What follows belongs to an exercise in optimizing a design on an open flow for small area; a production flow would make more cautious choices. At most, simulation tests tie the RTL to the original design; equivalence was not proved.

==> wip/onyx <==
// div
module div(clk, div_a, div_b, div_z);
  input clk;
  input [31:0] div_a;
  input [31:0] div_b;
  output [31:0] div_z;
  wire [0:0] sign_1 = div_a[31] ^ div_b[31];
  wire a_e0 = div_a[30:23] == 8'd0, a_e1 = div_a[30:23] == 8'hff, a_f0 = div_a[22:0] == 23'd0;
  wire b_e0 = div_b[30:23] == 8'd0, b_e1 = div_b[30:23] == 8'hff, b_f0 = div_b[22:0] == 23'd0;
  wire a_nan = a_e1 & ~a_f0, a_inf = a_e1 & a_f0, a_zero = a_e0 & a_f0;
  wire b_nan = b_e1 & ~b_f0, b_inf = b_e1 & b_f0, b_zero = b_e0 & b_f0;
  wire nan_o = a_nan | b_nan | (a_inf & b_inf) | (a_zero & b_zero);
  wire inf_o = ~nan_o & ~b_inf & (a_inf | b_zero);
  wire zero_o = ~nan_o & ~inf_o & (b_inf | a_zero);
  wire [1:0] code_2 = {inf_o | zero_o, nan_o | zero_o};
  wire [4:0] clz_a, clz_b;
  clz24 u_clz_a (.x({~a_e0, div_a[22:0]}), .n(clz_a));
  clz24 u_clz_b (.x({~b_e0, div_b[22:0]}), .n(clz_b));
  wire [23:0] xa = {~a_e0, div_a[22:0]} << clz_a;
  wire [23:0] xb = {~b_e0, div_b[22:0]} << clz_b;
  wire [22:0] x_3 = xa[22:0];
  wire [22:0] d_4 = xb[22:0];
  ...
clock: 6.5 ns
lec_check: 0
abc_area: 1
cap_margin: 20
core_margin: 2
core_utilization: 40
cts_buf_list: sky130_fd_sc_hd__clkbuf_16
cts_cluster_diameter: 120
cts_cluster_size: 28
slew_margin: 20
run.sh (not shown) runs the stock make flow with config.mk's settings and CLKGATE_MAP_FILE= SYNTH_SCRIPT=/design/flow/synth_recipe.tcl, a recipe that flattens the netlist after the stock synthesis.
==> wip/tundra (differences from wip/onyx) <==
Settings changed: CTS_BUF_LIST sky130_fd_sc_hd__clkbuf_16 to sky130_fd_sc_hd__clkbuf_8, CTS_CLUSTER_DIAMETER 120 to 80, CTS_CLUSTER_SIZE 28 to 18.
==> summary of the runs <==
Design area is about the same in wip/onyx and wip/tundra.
Against wip/tundra, the count of clock-buffer cells in the layout of wip/onyx is lower by 52.
Of wip/tundra and wip/onyx, wip/onyx has the higher core utilization (gap 0.060 points).
Between wip/tundra and wip/onyx, the lower global-route usage is in wip/onyx (gap 0.19 points).
Against wip/tundra, the sequential share of layout area of wip/onyx is lower by 0.070 points.
Between wip/tundra and wip/onyx, the lower hold slack is in wip/onyx (gap 0.0029 ns).
Via count: wip/onyx is smaller than wip/tundra (about 0.7%).
Between wip/tundra and wip/onyx, the lower clock skew is in wip/onyx (gap 0.0022 ns).
Flip-flop and latch count is the same in wip/tundra and wip/onyx.
Die area is the same in wip/onyx and wip/tundra.
Against wip/tundra, the setup slack of wip/onyx is lower by 0.027 ns.


==> inputs of ember <==
div, a different RTL version from the one above (not shown whole).
make LEC_CHECK=0 CAP_MARGIN=20 CORE_MARGIN=2 CORE_UTILIZATION=40 CTS_BUF_LIST=sky130_fd_sc_hd__clkbuf_4 SLEW_MARGIN=20 finish   # period 6.5 ns
==> pepper: changes against ember <==
CORE_UTILIZATION = 60   (was 40)
CTS_BUF_LIST = sky130_fd_sc_hd__clkbuf_2 sky130_fd_sc_hd__clkbuf_4 sky130_fd_sc_hd__clkbuf_8   (was sky130_fd_sc_hd__clkbuf_4)
==> notes.md <==
| quantity | pepper | ember |
|---|---|---|
| Result of the run | finished clean | finished clean |
| Detailed route wirelength on metal2 | 82900 µm | 82700 µm |
| Met3 WL | 5320 µm | 6710 µm |
| Clock-cell share of area | 0.0806 | 0.0762 |
| Maximum fanout along the worst path | 3 | 24 |
| Wire length of the first global-routing pass | 261000 µm | 266000 µm |
| Number of cells upsized or downsized after cts | 1 | 2 |
| Starting Density | 0.603 | 0.403 |
| Number of buffers other than clock buffers in the final layout | 210 | 234 |
| Source of the critical timing path | s14_qp[0]$_DFF_P_ | s15_e[0]$_DFF_P_ |
| Detailed placement HPWL | 121000 µm | 121000 µm |
| Critical R2R Capture | s15_q[24]$_DFF_P_ | s16_z[26]$_SDFF_PP1_ |


==> v14: inputs <==
div, a different RTL version from the one above (not shown whole).
Settings: LEC_CHECK=0, ABC_AREA=1, CAP_MARGIN=20, CORE_MARGIN=2, CORE_UTILIZATION=40, CTS_BUF_LIST=sky130_fd_sc_hd__clkbuf_8, CTS_CLUSTER_DIAMETER=80, CTS_CLUSTER_SIZE=18, SLEW_MARGIN=20; clock period 6.5 ns.
==> v34 (differences from v14) <==
CORE_UTILIZATION = 55   (was 40)
PLACE_DENSITY = 0.7   (was default)
==> v35 (differences from v14) <==
CTS_CLUSTER_DIAMETER = 60   (was 80)
CTS_CLUSTER_SIZE = 22   (was 18)
==> key figures <==
Layout
  – Count of clock buffers in the final design: about 110

Outcome
  – Result of the run: complete, no violations

GRT
  – Global-route usage over all layers: 22.0%

Place
  – Final weighted congestion of routability-driven global placement: approximately 0.94

Clock tree
  – Clock-pin slew on the worst setup and hold paths: 120 ps

Floorplan
  – Horizontal die dimension: between 300 and 400 um
[end of results for v34]
==> key figures <==
Layout
  – Count of clock buffers in the final design: ~120
  – Non-Clock Buffer Count: between 200 and 250

Outcome
  – Result of the run: complete, no violations

GRT
  – Global-route usage over all layers: 16.5%

Timing
  – Unrepaired setup endpoints after global routing: no

Worst setup path
  – Stages on worst setup path: 29
  – Launching element type of the critical path: register

Floorplan
  – Horizontal die dimension: 402 um
[end of results for v35]
==> key figures <==
Clock tree
  – Number of sinks handled by clock tree synthesis: between 1500 and 2000
  – Clock-pin slew on the worst setup and hold paths: approximately 110 ps

Floorplan
  – Horizontal die dimension: around 400 um

Outcome
  – Result of the run: complete, no violations

Layout
  – Count of clock buffers in the final design: 109

Place
  – Final weighted congestion of routability-driven global placement: roughly 0.9

GRT
  – Global-route usage over all layers: roughly 17%
[end of results for v14]


==> v13: inputs <==
div, a different RTL version from the one above (not shown whole).
Settings: LEC_CHECK=0, ABC_AREA=1, CAP_MARGIN=20, CORE_MARGIN=2, CORE_UTILIZATION=40, CTS_BUF_LIST=sky130_fd_sc_hd__clkbuf_8, CTS_CLUSTER_DIAMETER=80, CTS_CLUSTER_SIZE=18, SLEW_MARGIN=20; clock period 6.5 ns.
==> v30 (differences from v13) <==
--- a/flow/design.v
+++ b/flow/design.v
@@ -4,22 +4,18 @@
   integer i;
   always @(*) begin
     n = 5'd0;
     for (i = 0; i < 24; i = i + 1)
       if (x[i]) n = 5'd23 - i;
   end
 endmodule
-module add7(a, b, s);
+module add7n(a, b, s);
   input [6:0] a, b;
   output [6:0] s;
-  wire [6:0] g0 = a & b, p0 = a | b, x = a ^ b;
-  wire [6:0] g1 = g0 | (p0 & {g0[5:0], 1'b0}), p1 = p0 & {p0[5:0], 1'b0};
-  wire [6:0] g2 = g1 | (p1 & {g1[4:0], 2'b00}), p2 = p1 & {p1[4:0], 2'b00};
-  wire [6:0] g3 = g2 | (p2 & {g2[2:0], 4'b0000});
-  assign s = x ^ {g3[5:0], 1'b0};
+  assign s = ~(a + b + 7'd1);
 endmodule
 module qsel4(y, d, q);
   input [6:0] y;
   input [2:0] d;
   output [2:0] q;
   wire signed [6:0] ys = y;
   reg ge2, gem1;
@@ -55,40 +51,40 @@
   wire [1:0] code = {inf_o | zero_o, nan_o | zero_o};
   wire [4:0] clz_a, clz_b;
   clz24 u_clz_a (.x({~a_e0, div_a[22:0]}), .n(clz_a));
   clz24 u_clz_b (.x({~b_e0, div_b[22:0]}), .n(clz_b));
   wire [23:0] xa = {~a_e0, div_a[22:0]} << clz_a;
   wire [23:0] xb = {~b_e0, div_b[22:0]} << clz_b;
   wire [22:0] x_2 = xa[22:0];
-  wire [22:0] d_3 = xb[22:0];
+  wire [22:0] d_3 = ~xb[22:0];
   wire [9:0] ediff = ({2'b00, div_a[30:24], div_a[23] | a_e0} - {5'd0, clz_a}) - ({2'b00, div_b[30:24], div_b[23] | b_e0} - {5'd0, clz_b});
   wire [9:0] e_4 = (code == 2'b00) ? ediff : {8'b01111100, code};
   reg [0:0] s1_sign;
   always @(posedge clk) s1_sign <= sign_1;
   reg [22:0] s1_x;
   always @(posedge clk) s1_x <= x_2;
   reg [22:0] s1_d;
   always @(posedge clk) s1_d <= d_3;
   reg [9:0] s1_e;
   always @(posedge clk) s1_e <= e_4;
   wire [6:0] y_5 = {4'b0001, s1_x[22:20]};
   wire [2:0] qsel_6;   
-  qsel4 u_qsel_6 (.y(y_5), .d(s1_d[22:20]), .q(qsel_6));
+  qsel4 u_qsel_6 (.y(y_5), .d(~s1_d[22:20]), .q(qsel_6));
   wire pos_7 = qsel_6[2];
-  wire [26:0] dn_8 = {4'b0001, s1_d};
+  wire [26:0] dn_8 = {4'b0001, ~s1_d};
   wire [26:0] mag_9 = ({27{qsel_6[1]}} & {dn_8[25:0], 1'b0}) | ({27{qsel_6[0]}} & dn_8);
   wire [26:0] A_10 = mag_9 ^ {27{pos_7}};
   wire [26:0] ps_11 = {4'b0001, s1_x};
   wire [26:0] ws_12 = ~(ps_11 ^ A_10);
   wire [26:0] wc_13 = ~{ps_11[25:0] & A_10[25:0], pos_7};
   wire [0:0] qd_14 = qsel_6[1];
   wire [6:0] y_15;
-  add7 u_y_15 (.a(~ws_12[24:18]), .b(~wc_13[24:18]), .s(y_15));
+  add7n u_y_15 (.a(ws_12[24:18]), .b(wc_13[24:18]), .s(y_15));
   wire [2:0] qsel_16;   
-  qsel4 u_qsel_16 (.y(y_15), .d(s1_d[22:20]), .q(qsel_16));
+  qsel4 u_qsel_16 (.y(y_15), .d(~s1_d[22:20]), .q(qsel_16));
   reg [0:0] s2_sign;
   always @(posedge clk) s2_sign <= s1_sign;
   reg [22:0] s2_d;
   always @(posedge clk) s2_d <= s1_d;
   reg [9:0] s2_e;
   always @(posedge clk) s2_e <= s1_e;
   reg [26:0] s2_ws;
@@ -96,29 +92,29 @@
   reg [26:0] s2_wc;
   always @(posedge clk) s2_wc <= wc_13;
   reg [0:0] s2_qd;
   always @(posedge clk) s2_qd <= qd_14;
   reg [2:0] s2_qs;
   always @(posedge clk) s2_qs <= qsel_16;
   wire pos_17 = s2_qs[2];
-  wire [26:0] dn_18 = {4'b0001, s2_d};
+  wire [26:0] dn_18 = {4'b0001, ~s2_d};
   wire [26:0] mag_19 = ({27{s2_qs[1]}} & {dn_18[25:0], 1'b0}) | ({27{s2_qs[0]}} & dn_18);
   wire [26:0] A_20 = mag_19 ^ {27{pos_17}};
   wire [26:0] ps_21 = ~{s2_ws[24:0], 2'b11};
   wire [26:0] pc_22 = ~{s2_wc[24:0], 2'b11};
   wire [26:0] ws_23 = ~(ps_21 ^ pc_22 ^ A_20);
   wire [26:0] mj_24 = (ps_21 & pc_22) | (ps_21 & A_20) | (pc_22 & A_20);
   wire [26:0] wc_25 = ~{mj_24[25:0], pos_17};
   wire [3:0] qd_26 = {s2_qd, {~s2_qs[2], s2_qs[1], s2_qs[0]}};
   wire [6:0] y_27;
-  add7 u_y_27 (.a(~ws_23[24:18]), .b(~wc_25[24:18]), .s(y_27));
+  add7n u_y_27 (.a(ws_23[24:18]), .b(wc_25[24:18]), .s(y_27));
   wire [2:0] qsel_28;   
-  qsel4 u_qsel_28 (.y(y_27), .d(s2_d[22:20]), .q(qsel_28));
+  qsel4 u_qsel_28 (.y(y_27), .d(~s2_d[22:20]), .q(qsel_28));
   wire pos_29 = qsel_28[2];
-  wire [26:0] dn_30 = {4'b0001, s2_d};
+  wire [26:0] dn_30 = {4'b0001, ~s2_d};
   wire [26:0] mag_31 = ({27{qsel_28[1]}} & {dn_30[25:0], 1'b0}) | ({27{qsel_28[0]}} & dn_30);
   wire [26:0] A_32 = mag_31 ^ {27{pos_29}};
   wire [26:0] ps_33 = ~{ws_23[24:0], 2'b11};
   wire [26:0] pc_34 = ~{wc_25[24:0], 2'b11};
   wire [26:0] ws_35 = ~(ps_33 ^ pc_34 ^ A_32);
   wire [26:0] mj_36 = (ps_33 & pc_34) | (ps_33 & A_32) | (pc_34 & A_32);
   wire [26:0] wc_37 = ~{mj_36[25:0], pos_29};
@@ -132,29 +128,29 @@
   reg [26:0] s3_ws;
   always @(posedge clk) s3_ws <= ws_35;
   reg [26:0] s3_wc;
   always @(posedge clk) s3_wc <= wc_37;
   reg [6:0] s3_qd;
   always @(posedge clk) s3_qd <= qd_38;
   wire [6:0] y_39;
-  add7 u_y_39 (.a(~s3_ws[24:18]), .b(~s3_wc[24:18]), .s(y_39));
+  add7n u_y_39 (.a(s3_ws[24:18]), .b(s3_wc[24:18]), .s(y_39));
   wire [2:0] qsel_40;   
-  qsel4 u_qsel_40 (.y(y_39), .d(s3_d[22:20]), .q(qsel_40));
+  qsel4 u_qsel_40 (.y(y_39), .d(~s3_d[22:20]), .q(qsel_40));
   wire pos_41 = qsel_40[2];
-  wire [26:0] dn_42 = {4'b0001, s3_d};
+  wire [26:0] dn_42 = {4'b0001, ~s3_d};
   wire [26:0] mag_43 = ({27{qsel_40[1]}} & {dn_42[25:0], 1'b0}) | ({27{qsel_40[0]}} & dn_42);
   wire [26:0] A_44 = mag_43 ^ {27{pos_41}};
   wire [26:0] ps_45 = ~{s3_ws[24:0], 2'b11};
   wire [26:0] pc_46 = ~{s3_wc[24:0], 2'b11};
   wire [26:0] ws_47 = ~(ps_45 ^ pc_46 ^ A_44);
   wire [26:0] mj_48 = (ps_45 & pc_46) | (ps_45 & A_44) | (pc_46 & A_44);
   wire [26:0] wc_49 = ~{mj_48[25:0], pos_41};
   wire [9:0] qd_50 = {s3_qd, {~qsel_40[2], qsel_40[1], qsel_40[0]}};
   wire [6:0] y_51;
-  add7 u_y_51 (.a(~ws_47[24:18]), .b(~wc_49[24:18]), .s(y_51));
+  add7n u_y_51 (.a(ws_47[24:18]), .b(wc_49[24:18]), .s(y_51));
   reg [0:0] s4_sign;
   always @(posedge clk) s4_sign <= s3_sign;
   reg [22:0] s4_d;
   always @(posedge clk) s4_d <= s3_d;
   reg [9:0] s4_e;
   always @(posedge clk) s4_e <= s3_e;
   reg [26:0] s4_ws;
@@ -162,29 +158,29 @@
   reg [26:0] s4_wc;
   always @(posedge clk) s4_wc <= wc_49;
   reg [9:0] s4_qd;
   always @(posedge clk) s4_qd <= qd_50;
   reg [6:0] s4_y;
   always @(posedge clk) s4_y <= y_51;
   wire [2:0] qsel_52;   
-  qsel4 u_qsel_52 (.y(s4_y), .d(s4_d[22:20]), .q(qsel_52));
+  qsel4 u_qsel_52 (.y(s4_y), .d(~s4_d[22:20]), .q(qsel_52));
   wire pos_53 = qsel_52[2];
-  wire [26:0] dn_54 = {4'b0001, s4_d};
+  wire [26:0] dn_54 = {4'b0001, ~s4_d};
   wire [26:0] mag_55 = ({27{qsel_52[1]}} & {dn_54[25:0], 1'b0}) | ({27{qsel_52[0]}} & dn_54);
   wire [26:0] A_56 = mag_55 ^ {27{pos_53}};
   wire [26:0] ps_57 = ~{s4_ws[24:0], 2'b11};
   wire [26:0] pc_58 = ~{s4_wc[24:0], 2'b11};
   wire [26:0] ws_59 = ~(ps_57 ^ pc_58 ^ A_56);
   wire [26:0] mj_60 = (ps_57 & pc_58) | (ps_57 & A_56) | (pc_58 & A_56);
   wire [26:0] wc_61 = ~{mj_60[25:0], pos_53};
   wire [12:0] qd_62 = {s4_qd, {~qsel_52[2], qsel_52[1], qsel_52[0]}};
   wire [6:0] y_63;
-  add7 u_y_63 (.a(~ws_59[24:18]), .b(~wc_61[24:18]), .s(y_63));
+  add7n u_y_63 (.a(ws_59[24:18]), .b(wc_61[24:18]), .s(y_63));
   wire [2:0] qsel_64;   
-  qsel4 u_qsel_64 (.y(y_63), .d(s4_d[22:20]), .q(qsel_64));
+  qsel4 u_qsel_64 (.y(y_63), .d(~s4_d[22:20]), .q(qsel_64));
   reg [0:0] s5_sign;
   always @(posedge clk) s5_sign <= s4_sign;
   reg [22:0] s5_d;
   always @(posedge clk) s5_d <= s4_d;
   reg [9:0] s5_e;
   always @(posedge clk) s5_e <= s4_e;
   reg [26:0] s5_ws;
@@ -192,29 +188,29 @@
   reg [26:0] s5_wc;
   always @(posedge clk) s5_wc <= wc_61;
   reg [12:0] s5_qd;
   always @(posedge clk) s5_qd <= qd_62;
   reg [2:0] s5_qs;
   always @(posedge clk) s5_qs <= qsel_64;
   wire pos_65 = s5_qs[2];
-  wire [26:0] dn_66 = {4'b0001, s5_d};
+  wire [26:0] dn_66 = {4'b0001, ~s5_d};
   wire [26:0] mag_67 = ({27{s5_qs[1]}} & {dn_66[25:0], 1'b0}) | ({27{s5_qs[0]}} & dn_66);
   wire [26:0] A_68 = mag_67 ^ {27{pos_65}};
   wire [26:0] ps_69 = ~{s5_ws[24:0], 2'b11};
   wire [26:0] pc_70 = ~{s5_wc[24:0], 2'b11};
   wire [26:0] ws_71 = ~(ps_69 ^ pc_70 ^ A_68);
   wire [26:0] mj_72 = (ps_69 & pc_70) | (ps_69 & A_68) | (pc_70 & A_68);
   wire [26:0] wc_73 = ~{mj_72[25:0], pos_65};
   wire [15:0] qd_74 = {s5_qd, {~s5_qs[2], s5_qs[1], s5_qs[0]}};
   wire [6:0] y_75;
-  add7 u_y_75 (.a(~ws_71[24:18]), .b(~wc_73[24:18]), .s(y_75));
+  add7n u_y_75 (.a(ws_71[24:18]), .b(wc_73[24:18]), .s(y_75));
   wire [2:0] qsel_76;   
-  qsel4 u_qsel_76 (.y(y_75), .d(s5_d[22:20]), .q(qsel_76));
+  qsel4 u_qsel_76 (.y(y_75), .d(~s5_d[22:20]), .q(qsel_76));
   wire pos_77 = qsel_76[2];
-  wire [26:0] dn_78 = {4'b0001, s5_d};
+  wire [26:0] dn_78 = {4'b0001, ~s5_d};
   wire [26:0] mag_79 = ({27{qsel_76[1]}} & {dn_78[25:0], 1'b0}) | ({27{qsel_76[0]}} & dn_78);
   wire [26:0] A_80 = mag_79 ^ {27{pos_77}};
   wire [26:0] ps_81 = ~{ws_71[24:0], 2'b11};
   wire [26:0] pc_82 = ~{wc_73[24:0], 2'b11};
   wire [26:0] ws_83 = ~(ps_81 ^ pc_82 ^ A_80);
   wire [26:0] mj_84 = (ps_81 & pc_82) | (ps_81 & A_80) | (pc_82 & A_80);
   wire [26:0] wc_85 = ~{mj_84[25:0], pos_77};
@@ -228,29 +224,29 @@
   reg [26:0] s6_ws;
   always @(posedge clk) s6_ws <= ws_83;
   reg [26:0] s6_wc;
   always @(posedge clk) s6_wc <= wc_85;
   reg [18:0] s6_qd;
   always @(posedge clk) s6_qd <= qd_86;
   wire [6:0] y_87;
-  add7 u_y_87 (.a(~s6_ws[24:18]), .b(~s6_wc[24:18]), .s(y_87));
+  add7n u_y_87 (.a(s6_ws[24:18]), .b(s6_wc[24:18]), .s(y_87));
   wire [2:0] qsel_88;   
-  qsel4 u_qsel_88 (.y(y_87), .d(s6_d[22:20]), .q(qsel_88));
+  qsel4 u_qsel_88 (.y(y_87), .d(~s6_d[22:20]), .q(qsel_88));
   wire pos_89 = qsel_88[2];
-  wire [26:0] dn_90 = {4'b0001, s6_d};
+  wire [26:0] dn_90 = {4'b0001, ~s6_d};
   wire [26:0] mag_91 = ({27{qsel_88[1]}} & {dn_90[25:0], 1'b0}) | ({27{qsel_88[0]}} & dn_90);
   wire [26:0] A_92 = mag_91 ^ {27{pos_89}};
   wire [26:0] ps_93 = ~{s6_ws[24:0], 2'b11};
   wire [26:0] pc_94 = ~{s6_wc[24:0], 2'b11};
   wire [26:0] ws_95 = ~(ps_93 ^ pc_94 ^ A_92);
   wire [26:0] mj_96 = (ps_93 & pc_94) | (ps_93 & A_92) | (pc_94 & A_92);
   wire [26:0] wc_97 = ~{mj_96[25:0], pos_89};
   wire [21:0] qd_98 = {s6_qd, {~qsel_88[2], qsel_88[1], qsel_88[0]}};
   wire [6:0] y_99;
-  add7 u_y_99 (.a(~ws_95[24:18]), .b(~wc_97[24:18]), .s(y_99));
+  add7n u_y_99 (.a(ws_95[24:18]), .b(wc_97[24:18]), .s(y_99));
   reg [0:0] s7_sign;
   always @(posedge clk) s7_sign <= s6_sign;
   reg [22:0] s7_d;
   always @(posedge clk) s7_d <= s6_d;
   reg [9:0] s7_e;
   always @(posedge clk) s7_e <= s6_e;
   reg [26:0] s7_ws;
@@ -258,29 +254,29 @@
   reg [26:0] s7_wc;
   always @(posedge clk) s7_wc <= wc_97;
   reg [21:0] s7_qd;
   always @(posedge clk) s7_qd <= qd_98;
   reg [6:0] s7_y;
   always @(posedge clk) s7_y <= y_99;
   wire [2:0] qsel_100;   
-  qsel4 u_qsel_100 (.y(s7_y), .d(s7_d[22:20]), .q(qsel_100));
+  qsel4 u_qsel_100 (.y(s7_y), .d(~s7_d[22:20]), .q(qsel_100));
   wire pos_101 = qsel_100[2];
-  wire [26:0] dn_102 = {4'b0001, s7_d};
+  wire [26:0] dn_102 = {4'b0001, ~s7_d};
   wire [26:0] mag_103 = ({27{qsel_100[1]}} & {dn_102[25:0], 1'b0}) | ({27{qsel_100[0]}} & dn_102);
   wire [26:0] A_104 = mag_103 ^ {27{pos_101}};
   wire [26:0] ps_105 = ~{s7_ws[24:0], 2'b11};
   wire [26:0] pc_106 = ~{s7_wc[24:0], 2'b11};
   wire [26:0] ws_107 = ~(ps_105 ^ pc_106 ^ A_104);
   wire [26:0] mj_108 = (ps_105 & pc_106) | (ps_105 & A_104) | (pc_106 & A_104);
   wire [26:0] wc_109 = ~{mj_108[25:0], pos_101};
   wire [24:0] qd_110 = {s7_qd, {~qsel_100[2], qsel_100[1], qsel_100[0]}};
   wire [6:0] y_111;
-  add7 u_y_111 (.a(~ws_107[24:18]), .b(~wc_109[24:18]), .s(y_111));
+  add7n u_y_111 (.a(ws_107[24:18]), .b(wc_109[24:18]), .s(y_111));
   wire [2:0] qsel_112;   
-  qsel4 u_qsel_112 (.y(y_111), .d(s7_d[22:20]), .q(qsel_112));
+  qsel4 u_qsel_112 (.y(y_111), .d(~s7_d[22:20]), .q(qsel_112));
   reg [0:0] s8_sign;
   always @(posedge clk) s8_sign <= s7_sign;
   reg [22:0] s8_d;
   always @(posedge clk) s8_d <= s7_d;
   reg [9:0] s8_e;
   always @(posedge clk) s8_e <= s7_e;
   reg [26:0] s8_ws;
@@ -288,29 +284,29 @@
   reg [26:0] s8_wc;
   always @(posedge clk) s8_wc <= wc_109;
   reg [24:0] s8_qd;
   always @(posedge clk) s8_qd <= qd_110;
   reg [2:0] s8_qs;
   always @(posedge clk) s8_qs <= qsel_112;
   wire pos_113 = s8_qs[2];
-  wire [26:0] dn_114 = {4'b0001, s8_d};
+  wire [26:0] dn_114 = {4'b0001, ~s8_d};
   wire [26:0] mag_115 = ({27{s8_qs[1]}} & {dn_114[25:0], 1'b0}) | ({27{s8_qs[0]}} & dn_114);
   wire [26:0] A_116 = mag_115 ^ {27{pos_113}};
   wire [26:0] ps_117 = ~{s8_ws[24:0], 2'b11};
   wire [26:0] pc_118 = ~{s8_wc[24:0], 2'b11};
   wire [26:0] ws_119 = ~(ps_117 ^ pc_118 ^ A_116);
   wire [26:0] mj_120 = (ps_117 & pc_118) | (ps_117 & A_116) | (pc_118 & A_116);
   wire [26:0] wc_121 = ~{mj_120[25:0], pos_113};
   wire [27:0] qd_122 = {s8_qd, {~s8_qs[2], s8_qs[1], s8_qs[0]}};
   wire [6:0] y_123;
-  add7 u_y_123 (.a(~ws_119[24:18]), .b(~wc_121[24:18]), .s(y_123));
+  add7n u_y_123 (.a(ws_119[24:18]), .b(wc_121[24:18]), .s(y_123));
   wire [2:0] qsel_124;   
-  qsel4 u_qsel_124 (.y(y_123), .d(s8_d[22:20]), .q(qsel_124));
+  qsel4 u_qsel_124 (.y(y_123), .d(~s8_d[22:20]), .q(qsel_124));
   wire pos_125 = qsel_124[2];
-  wire [26:0] dn_126 = {4'b0001, s8_d};
+  wire [26:0] dn_126 = {4'b0001, ~s8_d};
   wire [26:0] mag_127 = ({27{qsel_124[1]}} & {dn_126[25:0], 1'b0}) | ({27{qsel_124[0]}} & dn_126);
   wire [26:0] A_128 = mag_127 ^ {27{pos_125}};
   wire [26:0] ps_129 = ~{ws_119[24:0], 2'b11};
   wire [26:0] pc_130 = ~{wc_121[24:0], 2'b11};
   wire [26:0] ws_131 = ~(ps_129 ^ pc_130 ^ A_128);
   wire [26:0] mj_132 = (ps_129 & pc_130) | (ps_129 & A_128) | (pc_130 & A_128);
   wire [26:0] wc_133 = ~{mj_132[25:0], pos_125};
@@ -324,29 +320,29 @@
   reg [26:0] s9_ws;
   always @(posedge clk) s9_ws <= ws_131;
   reg [26:0] s9_wc;
   always @(posedge clk) s9_wc <= wc_133;
   reg [30:0] s9_qd;
   always @(posedge clk) s9_qd <= qd_134;
   wire [6:0] y_135;
-  add7 u_y_135 (.a(~s9_ws[24:18]), .b(~s9_wc[24:18]), .s(y_135));
+  add7n u_y_135 (.a(s9_ws[24:18]), .b(s9_wc[24:18]), .s(y_135));
   wire [2:0] qsel_136;   
-  qsel4 u_qsel_136 (.y(y_135), .d(s9_d[22:20]), .q(qsel_136));
+  qsel4 u_qsel_136 (.y(y_135), .d(~s9_d[22:20]), .q(qsel_136));
   wire pos_137 = qsel_136[2];
-  wire [26:0] dn_138 = {4'b0001, s9_d};
+  wire [26:0] dn_138 = {4'b0001, ~s9_d};
   wire [26:0] mag_139 = ({27{qsel_136[1]}} & {dn_138[25:0], 1'b0}) | ({27{qsel_136[0]}} & dn_138);
   wire [26:0] A_140 = mag_139 ^ {27{pos_137}};
   wire [26:0] ps_141 = ~{s9_ws[24:0], 2'b11};
   wire [26:0] pc_142 = ~{s9_wc[24:0], 2'b11};
   wire [26:0] ws_143 = ~(ps_141 ^ pc_142 ^ A_140);
   wire [26:0] mj_144 = (ps_141 & pc_142) | (ps_141 & A_140) | (pc_142 & A_140);
   wire [26:0] wc_145 = ~{mj_144[25:0], pos_137};
   wire [33:0] qd_146 = {s9_qd, {~qsel_136[2], qsel_136[1], qsel_136[0]}};
   wire [6:0] y_147;
-  add7 u_y_147 (.a(~ws_143[24:18]), .b(~wc_145[24:18]), .s(y_147));
+  add7n u_y_147 (.a(ws_143[24:18]), .b(wc_145[24:18]), .s(y_147));
   reg [0:0] s10_sign;
   always @(posedge clk) s10_sign <= s9_sign;
   reg [22:0] s10_d;
   always @(posedge clk) s10_d <= s9_d;
   reg [9:0] s10_e;
   always @(posedge clk) s10_e <= s9_e;
   reg [26:0] s10_ws;
@@ -354,29 +350,29 @@
   reg [26:0] s10_wc;
   always @(posedge clk) s10_wc <= wc_145;
   reg [33:0] s10_qd;
   always @(posedge clk) s10_qd <= qd_146;
   reg [6:0] s10_y;
   always @(posedge clk) s10_y <= y_147;
   wire [2:0] qsel_148;   
-  qsel4 u_qsel_148 (.y(s10_y), .d(s10_d[22:20]), .q(qsel_148));
+  qsel4 u_qsel_148 (.y(s10_y), .d(~s10_d[22:20]), .q(qsel_148));
   wire pos_149 = qsel_148[2];
-  wire [26:0] dn_150 = {4'b0001, s10_d};
+  wire [26:0] dn_150 = {4'b0001, ~s10_d};
   wire [26:0] mag_151 = ({27{qsel_148[1]}} & {dn_150[25:0], 1'b0}) | ({27{qsel_148[0]}} & dn_150);
   wire [26:0] A_152 = mag_151 ^ {27{pos_149}};
   wire [26:0] ps_153 = ~{s10_ws[24:0], 2'b11};
   wire [26:0] pc_154 = ~{s10_wc[24:0], 2'b11};
   wire [26:0] ws_155 = ~(ps_153 ^ pc_154 ^ A_152);
   wire [26:0] mj_156 = (ps_153 & pc_154) | (ps_153 & A_152) | (pc_154 & A_152);
   wire [26:0] wc_157 = ~{mj_156[25:0], pos_149};
   wire [36:0] qd_158 = {s10_qd, {~qsel_148[2], qsel_148[1], qsel_148[0]}};
   wire [6:0] y_159;
-  add7 u_y_159 (.a(~ws_155[24:18]), .b(~wc_157[24:18]), .s(y_159));
+  add7n u_y_159 (.a(ws_155[24:18]), .b(wc_157[24:18]), .s(y_159));
   wire [2:0] qsel_160;   
-  qsel4 u_qsel_160 (.y(y_159), .d(s10_d[22:20]), .q(qsel_160));
+  qsel4 u_qsel_160 (.y(y_159), .d(~s10_d[22:20]), .q(qsel_160));
   reg [0:0] s11_sign;
   always @(posedge clk) s11_sign <= s10_sign;
   reg [22:0] s11_d;
   always @(posedge clk) s11_d <= s10_d;
   reg [9:0] s11_e;
   always @(posedge clk) s11_e <= s10_e;
   reg [26:0] s11_ws;
@@ -384,15 +380,15 @@
   reg [26:0] s11_wc;
   always @(posedge clk) s11_wc <= wc_157;
   reg [36:0] s11_qd;
   always @(posedge clk) s11_qd <= qd_158;
   reg [2:0] s11_qs;
   always @(posedge clk) s11_qs <= qsel_160;
   wire pos_161 = s11_qs[2];
-  wire [26:0] dn_162 = {4'b0001, s11_d};
+  wire [26:0] dn_162 = {4'b0001, ~s11_d};
   wire [26:0] mag_163 = ({27{s11_qs[1]}} & {dn_162[25:0], 1'b0}) | ({27{s11_qs[0]}} & dn_162);
   wire [26:0] A_164 = mag_163 ^ {27{pos_161}};
   wire [26:0] ps_165 = ~{s11_ws[24:0], 2'b11};
   wire [26:0] pc_166 = ~{s11_wc[24:0], 2'b11};
   wire [26:0] ws_167 = ~(ps_165 ^ pc_166 ^ A_164);
   wire [26:0] mj_168 = (ps_165 & pc_166) | (ps_165 & A_164) | (pc_166 & A_164);
   wire [26:0] wc_169 = ~{mj_168[25:0], pos_161};
Settings changed: CORE_UTILIZATION 40 to 55, PLACE_DENSITY set to 0.7.
==> results.cfg <==
[floorplan]
tap_cells = 1625

[setup_path]
cpMostUsedCell = nand2_1

[drt]
wirelength_um = 132000

[outcome]
status = timing/DRC/antenna clean

[sta]
max_freq_mhz = 169

[grt]
grtUsageMet1 = 0.257
(the above is from v30)
==> results.cfg <==
[drt]
dr.pass1.iters = 6

[grt]
grtUsageMet1 = 0.208

[floorplan]
core_sq_mm = 0.171
tap_cells = 2233

[sta]
max_freq_mhz = 170

[outcome]
status = timing/DRC/antenna clean
(the above is from v13)
Function was not checked in any run of this note: the RTL went through the layout flow alone.

re-timing with driven ports:
In the flow no input, the clock included, has a driving cell. The finished layouts below were timed again as built, in two steps. Step 1: set_driving_cell puts a clkbuf_16 on clk and a buf_2 on each other input, an assumption about the parent block. Step 2 adds t to the input delays and takes it off the output delays; t is the mean of the earliest and latest rising clock arrival at the registers after step 1. Input paths then give back, and output paths get back, about the clock's delay inside the block. Three values: ideal, step 1, step 2; two values: the first two.
run | t, ns | setup slack, ns | worst setup path at the end | cell pins on the clock port's net
wip/onyx | 0.788 | 0.616 / 0.616 / 0.616 | register to register | 1
wip/tundra | 0.968 | 0.643 / 0.643 / 0.643 | register to register | 1
ember | 1.342 | 0.444 / 0.444 / 0.444 | register to register | 1
pepper | 1.041 | 0.466 / 0.466 / 0.466 | register to register | 1
v14 | 0.918 | 0.365 / 0.365 / 0.365 | register to register | 1
v34 | 0.868 | 0.327 / 0.327 / 0.327 | register to register | 1
v35 | 0.910 | 0.368 / 0.368 / 0.368 | register to register | 1
v13 | 0.929 | 0.614 / 0.614 / 0.614 | register to register | 1
v30 | 0.933 | 0.585 / 0.585 / 0.585 | register to register | 1
After both steps every run listed still meets setup and hold.
